This is an optimization exercise on Yosys and OpenROAD, whose aim is small area and a short achievable clock period, not a production implementation.
Only simulation tests tie the RTL to the original design; equivalence was not proved.

**flow/design.v**
```verilog
module control_unit(
    input clk, rst,
    output reg a_sel, b_sel, PP1_CE, PP2_CE, add, PR_CE, PI_CE
);
    parameter S1 = 3'b001,
              S2 = 3'b010,
              S3 = 3'b011,
              S4 = 3'b100,
              S5 = 3'b101;
    reg [2:0] state, next;
    always @(posedge clk or posedge rst) begin
        if (rst)
            state <= S1;
        else
            state <= next;
    end
    always @(*) begin
        next = S1;
        PP1_CE = 0;
        PP2_CE = 0;
        add = 0;
        PR_CE = 0;
        PI_CE = 0;
        a_sel = 0;
        b_sel = 0;
        case (state) 
            S1: begin
					if(!rst)
                next = S2;
                PP1_CE = 1;
            end
            S2: begin
                next = S3;
                a_sel = 1;
                b_sel = 1;					 
                PP2_CE = 1;
            end
            S3: begin
                next = S4;
                b_sel = 1;
                PP1_CE = 1;					
                add = 1;
                PR_CE = 1;
            end
            S4: begin
                next = S5;
                a_sel = 1;
                PP2_CE = 1;
            end
            S5: begin
                next = S1;
                PI_CE = 1;
            end
        endcase
    end
endmodule
module datapath(
    input clk, rst,
    input a_sel, b_sel, PP1_CE, PP2_CE, add, PR_CE, PI_CE,
    input [11:0] ar, ai, br, bi,
    output reg [23:0] Pr, Pi
);
    wire [11:0] a_mux, b_mux;
    reg [23:0] PP1, PP2, PPs;
    wire [23:0] pro;
    assign a_mux = a_sel ? ai : ar;
    assign b_mux = b_sel ? bi : br;
    assign pro = a_mux * b_mux;  
    always @(posedge clk or posedge rst) begin
        if (rst) begin
            PP1 <= 0;
            PP2 <= 0;
        end else begin
            if (PP1_CE) 
                PP1 <= pro;
            if (PP2_CE) 
                PP2 <= pro;
        end
    end
    always @(*) begin
        if (!add)
            PPs = PP1 + PP2;
        else
            PPs = PP1 - PP2;
    end
    always @(posedge clk or posedge rst) begin
        if (rst) begin
            Pr <= 0;
            Pi <= 0;
        end else begin
            if (PR_CE) 
                Pr <= PPs;
            if (PI_CE) 
                Pi <= PPs;
        end
    end
endmodule
module top(
    input rst, clk,
    input [11:0] ar, ai, br, bi,
    output [23:0] Pi, Pr
);
    wire PP1_CE, PP2_CE, a_sel, b_sel, add, PI_CE, PR_CE;
    control_unit uut1(
        .clk(clk),
        .rst(rst),
        .a_sel(a_sel),
        .b_sel(b_sel),
        .PP1_CE(PP1_CE),
        .PP2_CE(PP2_CE),
        .add(add),
        .PR_CE(PR_CE),
        .PI_CE(PI_CE)
    );
    datapath uut2(
        .clk(clk),
        .rst(rst),
        .a_sel(a_sel),
        .b_sel(b_sel),
        .PP1_CE(PP1_CE),
        .PP2_CE(PP2_CE),
        .add(add),
        .PR_CE(PR_CE),
        .PI_CE(PI_CE),
        .ar(ar),
        .ai(ai),
        .br(br),
        .bi(bi),
        .Pr(Pr),
        .Pi(Pi)
    );
endmodule
```
**flow/run.sh**
```bash
#!/bin/bash
# synth_recipe.tcl (not shown) runs the flow's synth.tcl, then flattens the netlist and writes it again
# the make line also repeats each setting of config.mk as NAME=value (left out here)
make -C /OpenROAD-flow-scripts/flow DESIGN_CONFIG=/design/flow/config.mk WORK_HOME=/design/flow/orfs CLKGATE_MAP_FILE= SYNTH_SCRIPT=/design/flow/synth_recipe.tcl finish
```
**flow/config.mk**
```make
export PLATFORM = sky130hd
export DESIGN_NAME = top
export DESIGN_NICKNAME = top
export VERILOG_FILES = /design/flow/design.v
export SDC_FILE = /design/flow/constraint.sdc
export NUM_CORES = 4
export LEC_CHECK = 0
export CAP_MARGIN = 20
export CORE_MARGIN = 2
export CORE_UTILIZATION = 40
export SLEW_MARGIN = 20
```
**flow/constraint.sdc**
```tcl
create_clock -name core_clock -period 7.0 [get_ports {clk}]
set_input_delay 1.4000 -clock core_clock [delete_from_list [all_inputs] [get_ports {clk}]]
set_output_delay 1.4000 -clock core_clock [all_outputs]
set_load 0.01 [all_outputs]
```
==> flow_summary.toml <==
[status]
status = "timing/DRC/antenna clean"

[critical_path]
required_ns = 7.21
worstSetupEndpointType = "flop"
startpoint_type = "primary input"
path_class = "primary input to flop"
crit_start = "ar[7]"
crit_fanout = 7
crit_arrival_ns = 6.71
r2r_start = "uut1.state[0]$_DFF_PP1_"

[cells_and_area]
multi_input_area_um2 = 7380
syn2layout_area_growth_pct = 16.8
regArea_um2 = 2480
fillers = 2569
num_antenna_cells = 0
drive_above_1_share_pct = 6.15
final_area_um2 = 12400
fin_nets = 1581

[clocking]
clkLatencyLatePin_ns = 0.34
cts_tree = "built"
htreeDepth = 3
cts_buffer_depth = 2
ctsHoldBuffers = 0
clkSinkCount = 99
cts-root-buf = "clkbuf_16"
cts_buffers = 9
post_cts_buffers = 0
path_clk_slew_ns = 0.06
post_cts_resized = 0

[worst_hold_path]
min_path_type = "flop to flop"
hold_start = "uut2.Pr[8]$_DFFE_PP0P_"

[global_route]
antenna_found_initial = 0
grt_pass1_vias = 8757
grt_overflow_total = 0
grt_util_all_layers_pct = 19.2
grt_max_degree = 75
grt_pass1_wl_um = 44100

[sta]
period_share_pct = 92.9
fmax_mhz = 154
fin_tns_setup_ns = 0
worst_hold_slack_ns = 0.481
final-max-slew-violation-count = 0
fin_skew_ns = 0.0104
worst_slew_pin_slew_ns = 0.929
relSlewSlack_pct = 38.1
fin_crit_ns = 6.50
rsz0062_at_grt = "no"
finalSetupViolations = 0
hold_viol_final = 0

[detailed_routing]
routed_via_density = 5.15
drc_errors = 0
wl_um = 26000
first_iter_violations = 556
wl_per_cell_um = 15.4
vias = 8666
first_pass_iters = 5
ant_nets = 0

[logic_synthesis]
syn_area_um2 = 10600
async_flop_share_pct = 100
avgSynthCellArea_um2 = 8.46
synth.distinct_cells = 71
ys_seq_area_share_pct = 23.4
synth-seq-cells = 99
ys.flop_type = "dfrtp_1"
syn_nets = 1488
yosysWarnings = 2
postSynthCellCount = 1251
synth_edf_count = 0

[die]
die_y_um = 167
die_x_um = 167
fp.coreArea_um2 = 26000
die_area_um2 = 27800
fp-row-count = 59
ios = 98
initial_core_util_pct = 40.7

[placement]
dpl.hpwl_um = 21200
place_congestion = 0.871
port_buffers = 97
placed_cell_area_um2 = 12000

[job]
max_cap_viol_count = 0
==> cell type report <==
class | count | area share [%]
Clock inverter | 3 | 0.364
Clock buffer | 13 | 2.19
Multi-Input combinational cell | 962 | 59.7
Inverter | 142 | 4.33
Timing Repair Buffer | 130 | 9.96
Sequential cell | 99 | 20.1
Tap cell | 335 | 3.39
==> worst max-delay path, stage by stage <==
cell and delay, ns:
clkdlybuf4s50_1 0.48, nand2_1 0.05, nand2_1 0.25, nand2_1 0.13
fa_1 0.57, fa_1 0.45, fa_1 0.54, inv_1 0.05
fa_1 0.47, inv_1 0.05, fa_1 0.47, inv_1 0.04
ha_1 0.34, a211oi_1 0.31, nor3_1 0.12, o211ai_1 0.20
nand3_1 0.17, a221oi_1 0.34, xnor2_1 0.18, o21ai_0 0.10
==> layout by cell type, fill, tap and decap left out, types with 8 or more instances in the layout <==
master	count
a21o_1	19
a21oi_1	42
buf_4	32
clkbuf_16	9
clkdlybuf4s50_1	97
dfrtp_1	98
fa_1	101
ha_1	86
inv_1	140
mux2_2	9
mux2i_1	26
nand2_1	248
nand2b_1	14
nand3_1	21
nand4_1	11
nor2_1	101
nor3_1	16
o21a_1	8
o21ai_0	98
xnor2_1	28
xor2_1	28
==> flip-flops by register name (all words and copies together) (netlist names) <==
signal,flops
uut1.state,3
uut2.PP1,24
uut2.PP2,24
uut2.Pi,24
uut2.Pr,24
==> cells in the mapped netlist (all sizes together) (14+ instances only) <==
master	instances	area [um2]
o21ai	99	495
dfrtp	98	2450
inv	141	529
mux2i	26	260
a21o	20	151
nor3	17	96.4
nor2	101	379
nand2	249	935
xnor2	28	245
ha	86	1080
clkbuf	41	159
a21oi	43	215
nand2b	14	87.6
nand3	21	105
xor2	28	245
fa	101	2020
==> per-layer routing <==
layer  global-route usage, %  routed length (um)  up-vias
li1                        -                   -     4304
met1                    26.0               12300     4104
met2                    33.1               12200      216
met3                    1.38                 938       42
met4                    6.03                 615        0
met5                       0                   0        -
==> cells by family after synthesis <==
family / after synthesis / synth area share (%)
buffers and inverters: 190 / 6.95
DFF: 99 / 23.4
xor gates and xnor gates: 56 / 4.64
and+or+nand+nor: 461 / 19.1
AOI/OAI and AO/OA: 223 / 13.2
muxes: 35 / 3.42
adders and majority gates: 187 / 29.3
==> path summary, 6_finish.rpt <==
| check | slack (ns) | cells past startpoint | endpoint |
|---|---|---|---|
| max | 0.50 | 20 | uut2.PP2[23]$_DFFE_PP0N_ |
| min | 0.48 | 2 | uut2.Pr[8]$_DFFE_PP0P_ |
| min in group asynchronous | 1.42 | 2 | uut1.state[1]$_DFF_PP0_ |
| min reg2reg | 0.48 | 2 | uut2.Pr[8]$_DFFE_PP0P_ |
| max in group asynchronous | 4.34 | 3 | uut2.Pi[22]$_DFFE_PP0N_ |
| max reg2reg | 0.72 | 21 | uut2.PP2[23]$_DFFE_PP0N_ |
==> stage by stage <==
stage          setup slack, ns  instances  utilization [%]
6_report                 0.497       1684             47.6
5_1_grt                  0.166       1684             47.6
4_1_cts                  0.499       1684             47.6
3_5_place_dp             0.140       1668             46.3
3_3_place_gp             0.194       1668             46.3
2_1_floorplan            0.760       1251                -

## afterwards: timing with drivers on the ports
The results above use ideal ports. As a check the final layout listed here was re-extracted and re-timed, cells and wires unchanged.
Step 1, drivers: a clkbuf_16 drives clk and a buf_2 each remaining input, both assumed.
Step 2 also shifts input and output timing later by t, the mid clock arrival at the registers, as if the neighbouring blocks saw the same clock.
a / b / c = ideal ports / drivers / drivers and shift; a / b = the first two.
t (ns): 0.379
setup slack, ns: 0.497 / 0.516 / 0.138
worst hold slack (ns): 0.481 / 0.481 / 0.481
worst setup path after step 2: input to register
After both steps setup and hold are still met in this run. For this run, drivers alone change the setup slack by +0.019 ns; drivers and shift together by -0.359 ns.
